This is an optimization exercise on Yosys and OpenROAD, whose aim is small area, a short achievable clock period and few clock cycles, not a production implementation.
The RTL was checked by simulation tests, not by an equivalence proof against the original design.
No activity file was given, so power comes from the tool's default toggle rates.

Setup of P:
Design steganography, start of the top module:
module steganography (
    input         sys_clk,
    input         reset,
    input         start,
    input         mode,
    input  [31:0] message_size,
    output        done,
    output [31:0] image_addra,
    input  [31:0] image_rddataa,
    output [31:0] secret_addra,
    input  [31:0] secret_rddataa,
    output [31:0] image_wrdatab,
    output [3:0]  image_web,
    output [31:0] image_addrb,
    output [31:0] secret_wrdatab,
    output [3:0]  secret_web,
    output [31:0] secret_addrb
);
Size: roughly 300 I/O pins, ~0.011 mm2 of cells after synthesis.
Settings: LEC_CHECK=0, ABC_AREA=1, CAP_MARGIN=20, CORE_MARGIN=2, CORE_UTILIZATION=40, SLEW_MARGIN=20; clock period 16.0 ns.
standard.sh (not shown) runs the stock make flow with config.mk's settings and CLKGATE_MAP_FILE= SYNTH_SCRIPT=/design/flow/synth_recipe.tcl, a recipe that flattens the netlist after the stock synthesis.
==> flow/flow/run.sh <==
#!/bin/bash
# Own flow: the standard synthesis; then the synthesized logic (not the
# registers, which keep their names and cells) is mapped again with ABC for
# area; then the standard layout, with buf_1 cells as the port buffers.
# Each tool's output goes to a log file here.
set -euo pipefail
W=$(pwd)
F=$W/flow
R=$W/orfs/results/$FLOW_PLATFORM/steganography/base
LIB=$FLOW_HOME/platforms/sky130hd/lib/sky130_fd_sc_hd__tt_025C_1v80.lib
export BUFFER_PORTS_ARGS="-buffer_cell sky130_fd_sc_hd__buf_1"
export SETUP_SLACK_MARGIN=11.7
export CTS_ARGS="-sink_clustering_enable -repair_clock_nets -buf_list {sky130_fd_sc_hd__clkbuf_8 sky130_fd_sc_hd__clkbuf_16} -root_buf sky130_fd_sc_hd__clkbuf_16 -sink_clustering_size 24 -sink_clustering_max_diameter 120 -dont_use_dummy_load"

# 1. standard synthesis
bash standard.sh synth > synth.log 2>&1
cp $R/1_2_yosys.v synth_standard.v

# 2. logic re-mapping
yosys -q -l cells.log -p "read_liberty -ignore_miss_func -ignore_miss_dir $LIB; write_verilog -noattr cells_all.v"
python3 $F/mkmap.py cells_all.v comb_map.v
DU=""
for c in $(cat $F/dont_use.txt); do DU="$DU -dont_use $c"; done
printf 'strash\n&get -n\n&deepsyn -T %s\n&put\ndch -f\n&get -n\n&nf -R 1000\n&put\ntopo\nstime -c\n' "${DEEPSYN_T:-120}" > remap.abc
yosys -l remap.log -p "
read_liberty -lib $LIB
read_verilog synth_standard.v
hierarchy -top $FLOW_TOP
techmap -map comb_map.v
techmap
opt -fast
abc -script $W/remap.abc -liberty $LIB $DU
opt_clean -purge
hilomap -singleton -hicell sky130_fd_sc_hd__conb_1 HI -locell sky130_fd_sc_hd__conb_1 LO
insbuf -buf sky130_fd_sc_hd__buf_4 A X
write_verilog -noattr -noexpr -nohex -nodec $W/remapped.v
stat -liberty $LIB
" > /dev/null
cp remapped.v $R/1_2_yosys.v

# 3. standard layout from the re-mapped netlist
bash standard.sh > layout.log 2>&1
Other scripts of this flow, unchanged in this note and not shown: flow/flow/dont_use.txt, flow/flow/mkmap.py
Testbench counts of P, summed over its fixed seeds: cycles 9,323.
Relative to P, the following input files were edited for Q:
diff --git a/flow/flow/run.sh b/flow/flow/run.sh
--- a/flow/flow/run.sh
+++ b/flow/flow/run.sh
@@ -12 +12 @@
-export SETUP_SLACK_MARGIN=11.7
+export SETUP_SLACK_MARGIN=11.6
Results
For P, the most common cell after layout, fill and taps aside was sky130_fd_sc_hd__buf_1, unlike Q, where it was sky130_fd_sc_hd__dfxtp_1.
Summary of Q over P: shortest period the worst path allows rose 0.047 ns, wire length on met1 has remained practically unchanged, number of standard cells in the layout, taps in and fillers out neither gained nor lost much, clock skew saw a decrease, initial antenna violation count shows an increase of 1.
Lower global-route usage goes to Q over P.
--- input diff Q..R ---
- a change of CORE_UTILIZATION from 40 to 60
Results
What Q reported for number of cells in the design after placement has to be multiplied by 0.923 to get the figure for R.
Changes observed in R relative to Q: count of nets after finishing comparable, synthesized cell count comparable, wire length now smaller, met1 usage now larger.
Measured against Q, the final cell count without fillers of R comes out at 0.923 times the reference value.
[R vs Q] sequential share of layout area: higher in R
Against Q as the reference, R delivers a lower number of antenna violations at the first check in global routing.
Between Q and R, the flow reports total of plain and repair buffers excluding clock buffers decreasing slightly.
Diff Q -> R: final area decreased 1.7%, maximum clock skew at final layout increased 0.010 ns.
Input changes introduced in S (baseline for comparison: R):
- CORE_UTILIZATION now 40, was 60
diff --git a/flow/flow/run.sh b/flow/flow/run.sh
--- a/flow/flow/run.sh
+++ b/flow/flow/run.sh
@@ -12 +12 @@
-export SETUP_SLACK_MARGIN=11.6
+export SETUP_SLACK_MARGIN=11.5
==> summary.txt <==
For R and S, there was not a single run that failed to finish clean. R leaves less setup margin than S. Final weighted congestion of routability-driven global placement ends up lower on S. Compared S against R; final-stage net count within noise. Compared with R, S shows a utilization after layout that is 21 points lower. Lower synthesis-to-finish area growth was reported by R, not S. Share of total power in the clock network of R is on par with S. S vs R, number of placement rows went up by about 22%. On shortest clock period the worst path allows after layout: between R and S, it ends up lower for S.

Setup of the baseline:
steganography, a different RTL version from the one above (not shown whole).
For scale: ~300 I/O pins.
Design steganography, start of the top module:
module steganography (
    input         sys_clk,
    input         reset,
    input         start,
    input         mode,
    input  [31:0] message_size,
    output        done,
    output [31:0] image_addra,
    input  [31:0] image_rddataa,
    output [31:0] secret_addra,
    input  [31:0] secret_rddataa,
    output [31:0] image_wrdatab,
    output [3:0]  image_web,
    output [31:0] image_addrb,
    output [31:0] secret_wrdatab,
    output [3:0]  secret_web,
    output [31:0] secret_addrb
);
Settings: LEC_CHECK=0, CAP_MARGIN=20, CORE_MARGIN=2, CORE_UTILIZATION=40, SLEW_MARGIN=20; clock period 16.0 ns.
==> flow/flow/run.sh <==
#!/bin/bash
# Standard layout, with plain buf_1 cells as the port buffers.
set -euo pipefail
export BUFFER_PORTS_ARGS="-buffer_cell sky130_fd_sc_hd__buf_1"
bash standard.sh > standard.log 2>&1
Both conditions hold for the baseline: the flow ran to the end and the final layout passed the timing, DRC and antenna checks.
Testbench counts of the baseline, summed over its fixed seeds: cycles 9,323.
The following lists how the candidate was set up differently from the baseline:
==> flow/run.sh (new file) <==
#!/bin/bash
# synth_recipe.tcl (not shown) runs the flow's synth.tcl, then flattens the netlist and writes it again
# the make line also repeats each setting of config.mk as NAME=value (left out here)
make -C /OpenROAD-flow-scripts/flow DESIGN_CONFIG=/design/flow/config.mk WORK_HOME=/design/flow/orfs CLKGATE_MAP_FILE= SYNTH_SCRIPT=/design/flow/synth_recipe.tcl finish
removed: flow/flow/run.sh
removed: flow/standard.sh
==> summary.txt <==
The met1 layer usage reported by global route in the candidate was higher than what the baseline gave. On setup slack of the critical path after layout, the baseline tracks the candidate almost exactly. Per the comparison of the candidate with the baseline, share of power burned in the clock network went down; design area saw an increase; maximum frequency flat. Min via count across the baseline and the candidate: the baseline. Between the candidate and the baseline, it is the candidate whose growth of design area from synthesis to finish is higher, by 8.0 points.

## separate check: timing with driven ports
In the flow no input, the clock included, has a driving cell. The finished layouts below were timed again as built, in two steps.
Step 1, drivers: a clkbuf_16 drives sys_clk and a buf_2 each remaining input, both assumed.
Step 2, shift: input delay + t, output delay - t, t = (earliest + latest rising clock arrival at the registers) / 2. This alone moves slack from input paths to output paths.
Three values: ideal, step 1, step 2; two values: the first two.
| run | t, ns | slack for setup (ns) | latest minus earliest clock arrival (ns) | pins driven straight from the clock port |
|---|---|---|---|---|
| P | 0.514 | 11.737 / 11.688 / 11.425 | 0.044 / 0.044 | 1 |
| Q | 0.514 | 11.690 / 11.639 / 11.275 | 0.027 / 0.027 | 1 |
| R | 0.507 | 11.676 / 11.633 / 11.236 | 0.036 / 0.036 | 1 |
| S | 0.515 | 11.689 / 11.638 / 11.285 | 0.027 / 0.028 | 1 |
| the baseline | 0.597 | 9.887 / 9.887 / 9.887 | 0.012 / 0.012 | 1 |
| the candidate | 0.596 | 9.885 / 9.885 / 9.885 | 0.011 / 0.012 | 1 |
After both steps every run listed still meets setup and hold. The setup slack of R, which loses most, moves by -0.043 ns with the drivers and by -0.440 ns with both steps.
